What follows belongs to an exercise in optimizing a design on an open flow for small area, a short achievable clock period and few clock cycles per item; a production flow would make more cautious choices. The RTL was checked by simulation tests, not by an equivalence proof against the original design.

==> run a <==
// fir
module fir(
  clock,
  reset,
  calculate,
  data_in,
  data_out,
  data_good
);
Settings: LEC_CHECK=0, ABC_CLOCK_PERIOD_IN_PS=2000, CAP_MARGIN=20, CORE_MARGIN=2, CORE_UTILIZATION=65, CTS_CLUSTER_DIAMETER=100, CTS_CLUSTER_SIZE=24, SLEW_MARGIN=20, SYNTH_HIERARCHICAL=1; clock period 13.0 ns.
standard.sh (not shown) runs the stock make flow with config.mk's settings and CLKGATE_MAP_FILE= SYNTH_SCRIPT=/design/flow/synth_recipe.tcl, a recipe that flattens the netlist after the stock synthesis.
==> flow/flow/run.sh <==
#!/bin/bash
set -euo pipefail
MARGIN=$(cat flow/margin.txt)
TNS=$(cat flow/tns.txt)
# synthesis exactly as standard.sh does it
bash standard.sh synth > synth.log 2>&1
# the remaining steps: the same make command with the repair target added
sed -e "s|CLKGATE_MAP_FILE= |CLKGATE_MAP_FILE= SETUP_SLACK_MARGIN=$MARGIN TNS_END_PERCENT=$TNS 'BUFFER_PORTS_ARGS=-buffer_cell sky130_fd_sc_hd__buf_4' |" \
    standard.sh > flow_layout.sh
bash flow_layout.sh finish > layout.log 2>&1
test -f out/final.def
==> flow/flow/margin.txt <==
8.2
==> flow/flow/tns.txt <==
100
==> inputs of run b, as changes to run a <==
Settings changed: PLACE_DENSITY from default to 0.75.
==> inputs of run c, as changes to run a <==
==> flow/flow/margin.txt (replaced) <==
8.3
==> inputs of run d, as changes to run a <==
Settings changed: CORE_UTILIZATION 65 to 75, CTS_CLUSTER_DIAMETER 100 to default, CTS_CLUSTER_SIZE 24 to default.
==> reports/qor.txt <==
Status = complete, no violations
# nets final = 5931
Fin cells = 5354
Rows = 123
Area grow syn2layout = 5.53%
GR Util met1 = 45.7%
Non-clk buf share = 0.746%
Achievable frequency = 210 MHz
Clock latency (worst-skew pair) = 0.70 ns
Least-Margin Pin Slew = 1.02 ns
Metal3 WL = 10.1 mm
DR vias = 32200
HP Start = H16[4]
CTS-repair resized insts = 8
(the above is from run c)
==> reports/qor.txt <==
Clock latency (worst-skew pair) = 0.71 ns
DR vias = 31900
Final clock-cell share = 2.02%
Area grow syn2layout = 5.37%
# nets final = 5920
Metal3 WL = 12.1 mm
Status = complete, no violations
Non-clk buf share = 0.600%
Rows = 123
Fin cells = 5344
Achievable frequency = 210 MHz
HP Start = H16[6]
GR Util met1 = 43.3%
CTS-repair resized insts = 5
(the above is from run b)
==> reports/qor.txt <==
Status = complete, no violations
Non-clk buf share = 0.663%
Clock latency (worst-skew pair) = 0.70 ns
DR vias = 32300
Rows = 123
Achievable frequency = 210 MHz
# nets final = 5929
Top Metal Used = met5
Metal3 WL = 10.5 mm
Area grow syn2layout = 5.43%
Least-Margin Pin Slew = 0.915 ns
CTS-repair resized insts = 4
Slew margin rel. = 39.0%
GR Util met1 = 45.9%
HP Start = H16[0]
(the above is from run a)
==> reports/qor.txt <==
Status = complete, no violations
Least-Margin Pin Slew = 0.778 ns
Metal3 WL = 14.0 mm
Rows = 115
Area grow syn2layout = 8.05%
DR vias = 34000
Achievable frequency = 209 MHz
# nets final = 5987
CTS-repair resized insts = 8
HP Start = H16[7]
Post-synthesis instance total = 3726
(the above is from run d)
Testbench counts of run a, summed over its fixed seeds: cycles 4,000, items 4,000.
Testbench counts of run b, summed over its fixed seeds: cycles 4,000, items 4,000.
Testbench counts of run c, summed over its fixed seeds: cycles 4,000, items 4,000.
Testbench counts of run d, summed over its fixed seeds: cycles 4,000, items 4,000.

---

==> wip/violet: inputs <==
fir again, from the RTL that the note above started with.
clock: 13.0 ns
lec_check: 0
abc_clock_period_in_ps: 2000
cap_margin: 20
core_margin: 2
core_utilization: 65
slew_margin: 20
synth_hierarchical: 1
==> flow/flow/margin.txt <==
8.2
Scripts as last shown in full above: flow/flow/run.sh, flow/flow/tns.txt
==> wip/amber (differences from wip/violet) <==
CTS_CLUSTER_DIAMETER = 100   (was unset)
CTS_CLUSTER_SIZE = 30   (was unset)
==> wip/cedar (differences from wip/violet) <==
==> flow/flow/margin.txt (replaced) <==
8.5
==> flow_summary_export.csv <==
group,metric,value,unit
outcome,outcome,"finished clean",
route,vias_per_cell,6.035,
finish,num-nonclk-buffers,51,
global_route,grtUsageMet2,47.57,%
timing,period_share,36.42,%
setup_path,endpoint,"Y1[6]",
place,placed_cells,5250,
finish,drive_gt1_share,4.265,%
global_route,grtUsageTotal,29.82,%
setup_path,cp.depth,14,
setup_path,cp_cell_sequence,"buf_12, inv_12, fa_2, fa_2, fa_2, ha_4, inv_2, fa_2, nor2b_1, o21ai_1, nand3b_1, a21o_1, a21oi_1, xnor2_1",
global_route,met3_usage,4.366,%
route,drtIter0Drc,3099,
setup_path,crit_path_frequent_cell,"fa_2",
setup_path,crit_start,"data_in[7]",
route,met2_length,80830,um
timing,hold_slack,0.4331,ns
finish,multi_input_area_share,53.24,%
setup_path,critPathArrivalTime,5.18,ns
place,gp_congestion,0.9579,
-- figures above: wip/amber

==> flow_summary_export.csv <==
group,metric,value,unit
outcome,outcome,"finished clean",
setup_path,cp.depth,14,
setup_path,crit_path_frequent_cell,"fa_2",
route,drtIter0Drc,2914,
timing,period_share,36.55,%
route,met2_length,82790,um
global_route,grtUsageTotal,30.64,%
setup_path,endpoint,"Y1[6]",
route,vias_per_cell,5.961,
finish,multi_input_area_share,51.30,%
global_route,grtUsageMet2,48.31,%
place,gp_congestion,0.9565,
-- figures above: wip/cedar

==> flow_summary_export.csv <==
group,metric,value,unit
outcome,outcome,"finished clean",
place,placed_cells,5250,
timing,hold_slack,0.4119,ns
setup_path,cp.depth,9,
route,met2_length,80980,um
global_route,grtUsageMet2,47.47,%
setup_path,critPathArrivalTime,5.21,ns
finish,drive_gt1_share,7.084,%
setup_path,endpoint,"C15",
global_route,met3_usage,5.193,%
route,drtIter0Drc,3174,
global_route,grtUsageTotal,30.30,%
setup_path,cp_cell_sequence,"buf_4, fa_1, fa_1, fa_1, ha_1, a21o_1, a21o_1, a221oi_4, o21ai_2",
-- figures above: wip/violet

Testbench counts of wip/violet, summed over its fixed seeds: cycles 4,000, items 4,000.
Testbench counts of wip/amber, summed over its fixed seeds: cycles 4,000, items 4,000.
Testbench counts of wip/cedar, summed over its fixed seeds: cycles 4,000, items 4,000.

==> separate check: timing with driven ports <==
The results above use ideal ports. As a check the final layouts listed here were re-extracted and re-timed, cells and wires unchanged. Step 1: set_driving_cell puts a clkbuf_16 on clock and a buf_2 on each other input, an assumption about the parent block. Step 2, shift: input delay + t, output delay - t, t = (earliest + latest rising clock arrival at the registers) / 2. This alone moves slack from input paths to output paths. Slacks: ideal ports / drivers / drivers and shift; pairs: ideal ports / drivers.
run | t (ns) | slack for setup (ns) | worst hold slack (ns) | latest minus earliest clock arrival (ns) | slew at the worst register clock pin (ns)
run a | 0.758 | 8.246 / 8.245 / 7.487 | 0.427 / 0.427 / 0.427 | 0.037 / 0.037 | 0.11 / 0.11
run b | 0.752 | 8.243 / 8.246 / 7.494 | 0.429 / 0.429 / 0.429 | 0.048 / 0.047 | 0.11 / 0.11
run c | 0.754 | 8.232 / 8.236 / 7.481 | 0.428 / 0.428 / 0.428 | 0.061 / 0.061 | 0.11 / 0.11
run d | 0.771 | 8.227 / 8.237 / 7.466 | 0.413 / 0.413 / 0.413 | 0.027 / 0.028 | 0.07 / 0.07
wip/violet | 0.767 | 8.227 / 8.272 / 7.505 | 0.412 / 0.412 / 0.412 | 0.041 / 0.040 | 0.07 / 0.07
wip/amber | 0.764 | 8.266 / 8.266 / 7.502 | 0.433 / 0.433 / 0.433 | 0.053 / 0.053 | 0.12 / 0.12
wip/cedar | 0.778 | 8.248 / 8.253 / 7.475 | 0.417 / 0.417 / 0.417 | 0.045 / 0.045 | 0.07 / 0.07
After both steps setup and hold are still met in every run listed. The setup slack of wip/cedar, which loses most, moves by +0.005 ns with the drivers and by -0.773 ns with both steps.
